Context: an optimization exercise on an open-source flow, tuned for small area. The choices shown serve that exercise and are no tape-out recipe. Function was checked by simulation only, so behaviour that the tests miss may differ from the original. Power figures rest on the tool's default switching activity, not on a simulated workload.

run 1:
==> flow/design.v (excerpt) <==
module moving_average_v5 (
    input wire clk,
    input wire rst_n,
    input wire enable,
    input wire data_refresh,
    input wire output_refresh_mode,
    input wire signed [15:0] din,
    input wire [2:0] mode,
    output reg signed [15:0] dout,
    output reg output_pulse
);
reg [27:4] acc;
reg [15:0] h0, h1, h2, h3;
reg [3:0] cnt;
reg init_flag;
wire upd  = enable & data_refresh;
wire load = ~init_flag & (cnt == 4'd0);
reg [23:0] x, y;
always @* begin
    if (!upd)
        x = 24'b0;
    else if (init_flag)
        x = {{8{din[15]}}, din};
    else if (load)
        x = {din, 8'b0};
    else
        x = {{4{din[15]}}, din, 4'b0};
    y = (upd & init_flag) ? ~{{8{h3[15]}}, h3} : 24'b0;
end
wire cin_a = upd & init_flag;
wire [23:0] xs = acc ^ x ^ y;
wire [23:0] xc = (acc & x) | (acc & y) | (x & y);
wire [23:0] acc_next;
ma5_add #(.W(24), .F(6), .B(6)) u_acc_add (
    .a(xs), .b({xc[22:0], cin_a}), .cin(1'b0), .s(acc_next)
);
wire m1 = (mode == 3'b001);
wire m2 = (mode == 3'b010);
wire m3 = (mode == 3'b011);
wire [15:0] q = ({16{m1}} & ~h2) | ({16{m2}} & h1) | ({16{m3}} & acc[27:12]);
wire [15:0] t1s = h0 ^ h1 ^ h2;
wire [15:0] t1c = (h0 & h1) | (h0 & h2) | (h1 & h2);
wire [15:0] t1cs = {t1c[14:0], 1'b0};
wire [15:0] t2s = t1s ^ t1cs ^ q;
wire [15:0] t2c = (t1s & t1cs) | (t1s & q) | (t1cs & q);
wire [15:0] w;
ma5_add #(.W(16), .F(6), .B(5)) u_out_add (
    .a(t2s), .b({t2c[14:0], m1}), .cin(1'b0), .s(w)
);
reg [15:0] dnext;
always @* begin
    case (mode)
  ...
==> flow/config.mk <==
export PLATFORM = sky130hd
export DESIGN_NAME = moving_average_v5
export DESIGN_NICKNAME = moving_average_v5
export VERILOG_FILES = /design/flow/design.v
export SDC_FILE = /design/flow/constraint.sdc
export NUM_CORES = 4
export LEC_CHECK = 0
export ABC_AREA = 1
export CAP_MARGIN = 20
export CORE_MARGIN = 2
export CORE_UTILIZATION = 40
export CTS_BUF_LIST = sky130_fd_sc_hd__clkbuf_8
export GPL_TIMING_DRIVEN = 0
export SLEW_MARGIN = 20
==> flow/constraint.sdc <==
create_clock -name core_clock -period 6.0 [get_ports {clk}]
set_input_delay 1.2000 -clock core_clock [delete_from_list [all_inputs] [get_ports {clk}]]
set_output_delay 1.2000 -clock core_clock [all_outputs]
set_load 0.01 [all_outputs]
standard.sh (not shown) runs the stock make flow with config.mk's settings and CLKGATE_MAP_FILE= SYNTH_SCRIPT=/design/flow/synth_recipe.tcl, a recipe that flattens the netlist after the stock synthesis.
==> flow/flow/run.sh <==
#!/bin/bash
# The standard layout, with two changes:
#  * each port gets the smallest buffer (buf_1) instead of the default choice;
#  * after the standard synthesis, fa_polarity.py picks each full adder's
#    polarity (a full adder is self-dual) to drop the inverters synthesis
#    left around them. Registers and logic function are unchanged.
set -euo pipefail
export BUFFER_PORTS_ARGS="-buffer_cell sky130_fd_sc_hd__buf_1"
R=orfs/results/sky130hd/moving_average_v5/base
bash standard.sh synth > synth.log 2>&1
cp $R/1_2_yosys.v yosys_standard.v
python3 flow/fa_polarity.py yosys_standard.v yosys_fapol.v > fa_polarity.log 2>&1
cp yosys_fapol.v $R/1_2_yosys.v
rm -f $R/1_synth.odb
bash standard.sh > standard.log 2>&1
==> flow/flow/fa_polarity.py <==
#!/usr/bin/env python3
"""Remove inverters around full adders by choosing each full adder's polarity.

A full adder is self-dual: FA(~a, ~b, ~c) gives ~SUM and ~COUT. Synthesis
often maps adder chains with every input inverted; this picks, for each
sky130 fa cell, whether to use it as is or with all pins complemented, so
that the fewest inverters are needed, and rewrites the netlist. Buffers and
inverters are dissolved and one inverter is put back per net that needs its
complement. The logic function and every register are unchanged.

usage: fa_polarity.py in.v out.v
"""
import math
import random
import re
import sys

OUT_PINS = {'X', 'Y', 'Q', 'Q_N', 'SUM', 'COUT', 'HI', 'LO', 'GCLK'}
INV_RE = re.compile(r'^sky130_fd_sc_hd__(inv|clkinv)_\d+$')
BUF_RE = re.compile(r'^sky130_fd_sc_hd__(buf|clkbuf)_\d+$')
FA_RE = re.compile(r'^sky130_fd_sc_hd__fa_\d+$')
CONST = {"1'h0": "1'h1", "1'h1": "1'h0", "1'b0": "1'b1", "1'b1": "1'b0"}

src = open(sys.argv[1]).read()
cell_re = re.compile(r'^(\s*)(sky130_fd_sc_hd__\w+)\s+(\S+)\s*\((.*?)\);\n', re.S | re.M)
pin_re = re.compile(r'\.(\w+)\(([^()]*)\)')

cells = []
for m in cell_re.finditer(src):
    pins = [(p, n.strip()) for p, n in pin_re.findall(m.group(4))]
    cells.append({'type': m.group(2), 'name': m.group(3), 'pins': pins,
                  'span': m.span()})

# output ports (their nets keep their drivers)
hdr = src[:src.index(');')]
out_ports = set()
for m in re.finditer(r'^\s*output\s+(\[(\d+):(\d+)\]\s+)?(\S+?)\s*;', src, re.M):
    if m.group(1):
        hi, lo = int(m.group(2)), int(m.group(3))
        for i in range(min(hi, lo), max(hi, lo) + 1):
            out_ports.add('%s[%d]' % (m.group(4), i))
    else:
        out_ports.add(m.group(4))

driver = {}
for idx, c in enumerate(cells):
    for p, n in c['pins']:
        if p in OUT_PINS:
            driver[n] = (idx, p)

def transparent(c):
    if INV_RE.match(c['type']) or BUF_RE.match(c['type']):
        outn = [n for p, n in c['pins'] if p in OUT_PINS][0]
        return outn not in out_ports
    return False

trans = [transparent(c) for c in cells]
inv_par = [1 if INV_RE.match(c['type']) else 0 for c in cells]

root_cache = {}
def root(n):
    if n in root_cache:
        return root_cache[n]
    par = 0
    cur = n
    seen = 0
    while cur in driver and trans[driver[cur][0]] and seen < 1000:
        idx = driver[cur][0]
        par ^= inv_par[idx]
        cur = [x for p, x in cells[idx]['pins'] if p == 'A'][0]
        seen += 1
    root_cache[n] = (cur, par)
    return root_cache[n]

fa_idx = [i for i, c in enumerate(cells) if FA_RE.match(c['type'])]
fa_var = {i: k for k, i in enumerate(fa_idx)}

# consumers: (cell idx, pin, root, parity)
consumers = []
for idx, c in enumerate(cells):
    if trans[idx]:
        continue
    for p, n in c['pins']:
        if p in OUT_PINS:
            continue
        r, par = root(n)
        consumers.append((idx, p, r, par))
for n in sorted(out_ports):
    if n in driver and trans[driver[n][0]]:
        pass  # cannot happen: such drivers are kept
    r, par = root(n)
    if r != n:
        consumers.append((-1, n, r, par))

roots = sorted(set(x[2] for x in consumers))
root_id = {r: i for i, r in enumerate(roots)}
root_cons = [[] for _ in roots]
for k, (idx, p, r, par) in enumerate(consumers):
    root_cons[root_id[r]].append(k)
root_drv_fa = []
for r in roots:
    d = driver.get(r)
    root_drv_fa.append(fa_var.get(d[0]) if d else None)

fa_roots = [set() for _ in fa_idx]
for k, (idx, p, r, par) in enumerate(consumers):
    if idx in fa_var:
        fa_roots[fa_var[idx]].add(root_id[r])
for ri, v in enumerate(root_drv_fa):
    if v is not None:
        fa_roots[v].add(ri)

flip = [0] * len(fa_idx)

def need(k):
    idx, p, r, par = consumers[k]
    v = fa_var.get(idx)
    return par ^ (flip[v] if v is not None else 0)

def root_cost(ri):
    r = roots[ri]
    if r in CONST:
        return 0
    v = root_drv_fa[ri]
    prov = flip[v] if v is not None else 0
    for k in root_cons[ri]:
        if need(k) != prov:
            return 1
    return 0

def total():
    return sum(root_cost(i) for i in range(len(roots)))

def delta(v):
    rs = fa_roots[v]
    before = sum(root_cost(i) for i in rs)
    flip[v] ^= 1
    after = sum(root_cost(i) for i in rs)
    flip[v] ^= 1
    return after - before

orig_inv = sum(1 for i, c in enumerate(cells) if trans[i] and inv_par[i])
orig_buf = sum(1 for i, c in enumerate(cells) if trans[i] and not inv_par[i])
cost = total()
start = cost
best = cost
best_flip = flip[:]
random.seed(1)
n = len(fa_idx)
if n:
    T = 2.0
    steps = 40000
    for s in range(steps):
        T = 2.0 * (1 - s / steps) + 0.01
        v = random.randrange(n)
        d = delta(v)
        if d <= 0 or random.random() < math.exp(-d / T):
            flip[v] ^= 1
            cost += d
            if cost < best:
                best = cost
                best_flip = flip[:]
    flip = best_flip[:]
    # final greedy descent
    improved = True
    while improved:
        improved = False
        for v in range(n):
            if delta(v) < 0:
                flip[v] ^= 1
                improved = True
    best = total()

sys.stderr.write('fa_polarity: %d full adders, %d flipped; inverters %d -> %d '
                 '(buffers dissolved: %d)\n' % (n, sum(flip), orig_inv, best, orig_buf))

# ---- rewrite ----
inv_net = {}
new_cells = []
ninv = 0
def inv_of(r):
    global ninv
    if r in CONST:
        return CONST[r]
    if r not in inv_net:
        name = '_fapol_n%d_' % ninv
        inv_net[r] = name
        new_cells.append('  sky130_fd_sc_hd__inv_1 _fapol_i%d_ (\n    .A(%s),\n    .Y(%s)\n  );\n'
                         % (ninv, r if r.startswith('\\') is False else r + ' ', name))
        ninv += 1
    return inv_net[r]

def ref(r):
    return r + ' ' if r.startswith('\\') else r

new_pins = {}
for k, (idx, p, r, par) in enumerate(consumers):
    ri = root_id[r]
    v = root_drv_fa[ri]
    prov = flip[v] if v is not None else 0
    net = ref(r) if need(k) == prov else inv_of(r)
    new_pins[(idx, p)] = net

out = []
pos = 0
extra_assign = []
for idx, c in enumerate(cells):
    a, b = c['span']
    out.append(src[pos:a])
    pos = b
    if trans[idx]:
        continue
    lines = []
    for p, nn in c['pins']:
        if p in OUT_PINS:
            lines.append('    .%s(%s)' % (p, ref(nn) if not nn.startswith('\\') else nn + ' '))
        else:
            lines.append('    .%s(%s)' % (p, new_pins[(idx, p)]))
    out.append('  %s %s (\n%s\n  );\n' % (c['type'], c['name'], ',\n'.join(lines)))
out.append(src[pos:])
text = ''.join(out)
# output ports fed through a dissolved buffer/inverter chain
for k, (idx, p, r, par) in enumerate(consumers):
    if idx == -1:
        extra_assign.append('  assign %s = %s;\n' % (p, new_pins[(idx, p)]))
decl = ''.join('  wire %s;\n' % n for n in inv_net.values())
ins = text.index('  sky130_fd_sc_hd__')
text = text[:ins] + decl + ''.join(new_cells) + ''.join(extra_assign) + text[ins:]
open(sys.argv[2], 'w').write(text)
For run 2, these inputs were changed with respect to run 1:
-- flow/config.mk --
<<< run 1, line 12
export CTS_BUF_LIST = sky130_fd_sc_hd__clkbuf_8
export GPL_TIMING_DRIVEN = 0
export SLEW_MARGIN = 20
>>> run 2, line 12
export CTS_BUF_LIST = sky130_fd_sc_hd__clkbuf_8
export SLEW_MARGIN = 20
Comparing run 2 and run 1, part of the total power dissipated in the clock network is lower on run 2. Run 2 against run 1: number of global-route vias before repair shrank by 2.2%, post-detailed-placement half-perimeter wirelength grew by about 8%, final worst slack grew by 0.15 ns.
## Diff of input files: run 3 against run 2
==> flow/flow/run.sh <==
#!/bin/bash
# The standard layout with an area pass after its standard synthesis:
#  * each port gets the smallest buffer (buf_1);
#  * the synthesized netlist is improved without touching its registers:
#    fa_polarity.py picks each full adder's polarity (a full adder is
#    self-dual) to drop inverters, and abc re-maps the remaining logic for
#    area (reabc.ys), twice over; the result replaces 1_2_yosys.v and the
#    standard flow continues from there. Timing is then repaired by the flow.
set -euo pipefail
export BUFFER_PORTS_ARGS="-buffer_cell sky130_fd_sc_hd__buf_1"
R=orfs/results/sky130hd/moving_average_v5/base
L=orfs/logs/sky130hd/moving_average_v5/base
LIB=$FLOW_HOME/platforms/sky130hd/lib/sky130_fd_sc_hd__tt_025C_1v80.lib
bash standard.sh synth > synth.log 2>&1
cp $R/1_2_yosys.v yosys_standard.v
DONTUSE=$(grep -o -- "-dont_use [^ ]*" $L/1_2_yosys.log | sort -u | tr '\n' ' ')
cur=yosys_standard.v
for i in 1 2 3; do
  python3 flow/fa_polarity.py $cur pol$i.v >> fa_polarity.log 2>&1
  sed -e "s#@LIB@#$LIB#g" -e "s#@IN@#pol$i.v#" -e "s#@OUT@#abc$i.v#" \
      -e "s#@SCRIPT@#flow/amap.script#" -e "s#@TOP@#$FLOW_TOP#" \
      -e "s#@DONTUSE@#$DONTUSE#" flow/reabc.ys > reabc$i.ys
  yosys -l reabc$i.log reabc$i.ys > /dev/null
  cur=abc$i.v
done
python3 flow/fa_polarity.py $cur yosys_final.v >> fa_polarity.log 2>&1
cp yosys_final.v $R/1_2_yosys.v
rm -f $R/1_synth.odb
bash standard.sh > standard.log 2>&1
==> flow/flow/amap.script (new file) <==
strash
dch -f
amap
==> flow/flow/reabc.ys (new file) <==
# Re-map the logic between registers and adder cells for area.
# Registers, full and half adders and tie cells stay as they are (black boxes);
# every other cell is read as its liberty function and mapped again by abc.
read_liberty -overwrite -ignore_miss_func @LIB@
blackbox sky130_fd_sc_hd__fa_* sky130_fd_sc_hd__ha_* sky130_fd_sc_hd__df* sky130_fd_sc_hd__edf* sky130_fd_sc_hd__sdf* sky130_fd_sc_hd__dl* sky130_fd_sc_hd__conb_*
read_verilog @IN@
hierarchy -check -top @TOP@
flatten
rename -hide w:*.*
opt_clean -purge
abc -script @SCRIPT@ -liberty @LIB@ @DONTUSE@
splitnets
opt_clean -purge
write_verilog -noattr -nohex -nodec -selected @OUT@.tmp.v
design -reset
read_liberty -lib @LIB@
read_verilog @OUT@.tmp.v
hierarchy -check -top @TOP@
hilomap -singleton -hicell sky130_fd_sc_hd__conb_1 HI -locell sky130_fd_sc_hd__conb_1 LO
opt_clean -purge
check -assert -mapped
stat -liberty @LIB@
write_verilog -noattr -nohex -nodec @OUT@
- Run 3 ran in full, but the layout does not pass; the checks complain about setup timing.
- Taking run 3 as 1.0, run 2 lands at 1.07 on layout net count.
- Relative to run 2, synthesized cell count has decreased by 125 in run 3.
- Of the two values seen for most common cell after layout, fill and taps aside, nand2_1 was produced by run 2 and dfrtp_1 by run 3.
- Looking at count of cell instances traversed by the critical path, run 3 sits above run 2.
diff inputs: run 3 => run 4
==> flow/flow/amap.script <==
&get -n
&st
&dch
&nf
&put
-- flow/flow/fa_polarity.py --
<<< run 3, line 180
ninv = 0
def inv_of(r):
>>> run 4, line 180
ninv = 0
tag = 0
while ('_fapol%d_' % tag) in src:
    tag += 1
prefix = '_fapol%d_' % tag
def inv_of(r):
<<< run 3, line 185
    if r not in inv_net:
        name = '_fapol_n%d_' % ninv
        inv_net[r] = name
        new_cells.append('  sky130_fd_sc_hd__inv_1 _fapol_i%d_ (\n    .A(%s),\n    .Y(%s)\n  );\n'
                         % (ninv, r if r.startswith('\\') is False else r + ' ', name))
        ninv += 1
>>> run 4, line 189
    if r not in inv_net:
        name = '%sn%d_' % (prefix, ninv)
        inv_net[r] = name
        new_cells.append('  sky130_fd_sc_hd__inv_1 %si%d_ (\n    .A(%s),\n    .Y(%s)\n  );\n'
                         % (prefix, ninv, ref(r), name))
        ninv += 1
Delta (run 4 minus run 3): number of nets in the synthesized netlist higher, share of the cycle needed by the critical path after routing down 8.4 points, achievable clock frequency shows an increase of 0.014 GHz, number of global-route vias before repair lower. Against run 3 as the reference, run 4 delivers a higher total area of sequential cells. Wire length, run 4 and run 3: smaller value in run 4. Run 3 → run 4: delay of the slowest critical-path stage increased 0.16 ns; combinational power decreased 27%; register-to-register slack increased 0.29 ns. Run 4 finished end to end and its layout was clean on timing, DRC and antenna. Compared with run 3, in run 4 total instance count after detailed placement +3.2%, signed area change from the synthesized netlist to the final layout decreased 10 points.

re-timing with driven ports:
Ports are ideal in the flow. The routed layouts listed here were re-timed in OpenROAD. Step 1 (the two cells are an assumption about what drives the block):
set clk [get_ports {clk}]
set_driving_cell -lib_cell sky130_fd_sc_hd__clkbuf_16 $clk
set_driving_cell -lib_cell sky130_fd_sc_hd__buf_2 [delete_from_list [all_inputs] $clk]
Step 2 also shifts input and output timing later by t, the mid clock arrival at the registers, as if the neighbouring blocks saw the same clock. a / b / c = ideal / step 1 / step 2; a / b = the first two.
run | shift t [ns] | setup slack, ns | worst data-port slew with drivers (ns)
run 1 | 0.434 | 0.222 / 0.237 / -0.197 | 0.06
run 2 | 0.429 | 0.373 / 0.382 / -0.047 | 0.04
run 3 | 0.440 | -0.264 / -0.275 / -0.714 | 0.07
run 4 | 0.431 | 0.239 / 0.253 / -0.178 | 0.03
With both steps, setup timing fails in run 1, run 2 and run 4, where it was met with ideal ports. The setup slack of run 3, which loses most, moves by -0.011 ns with the drivers and by -0.450 ns with both steps.
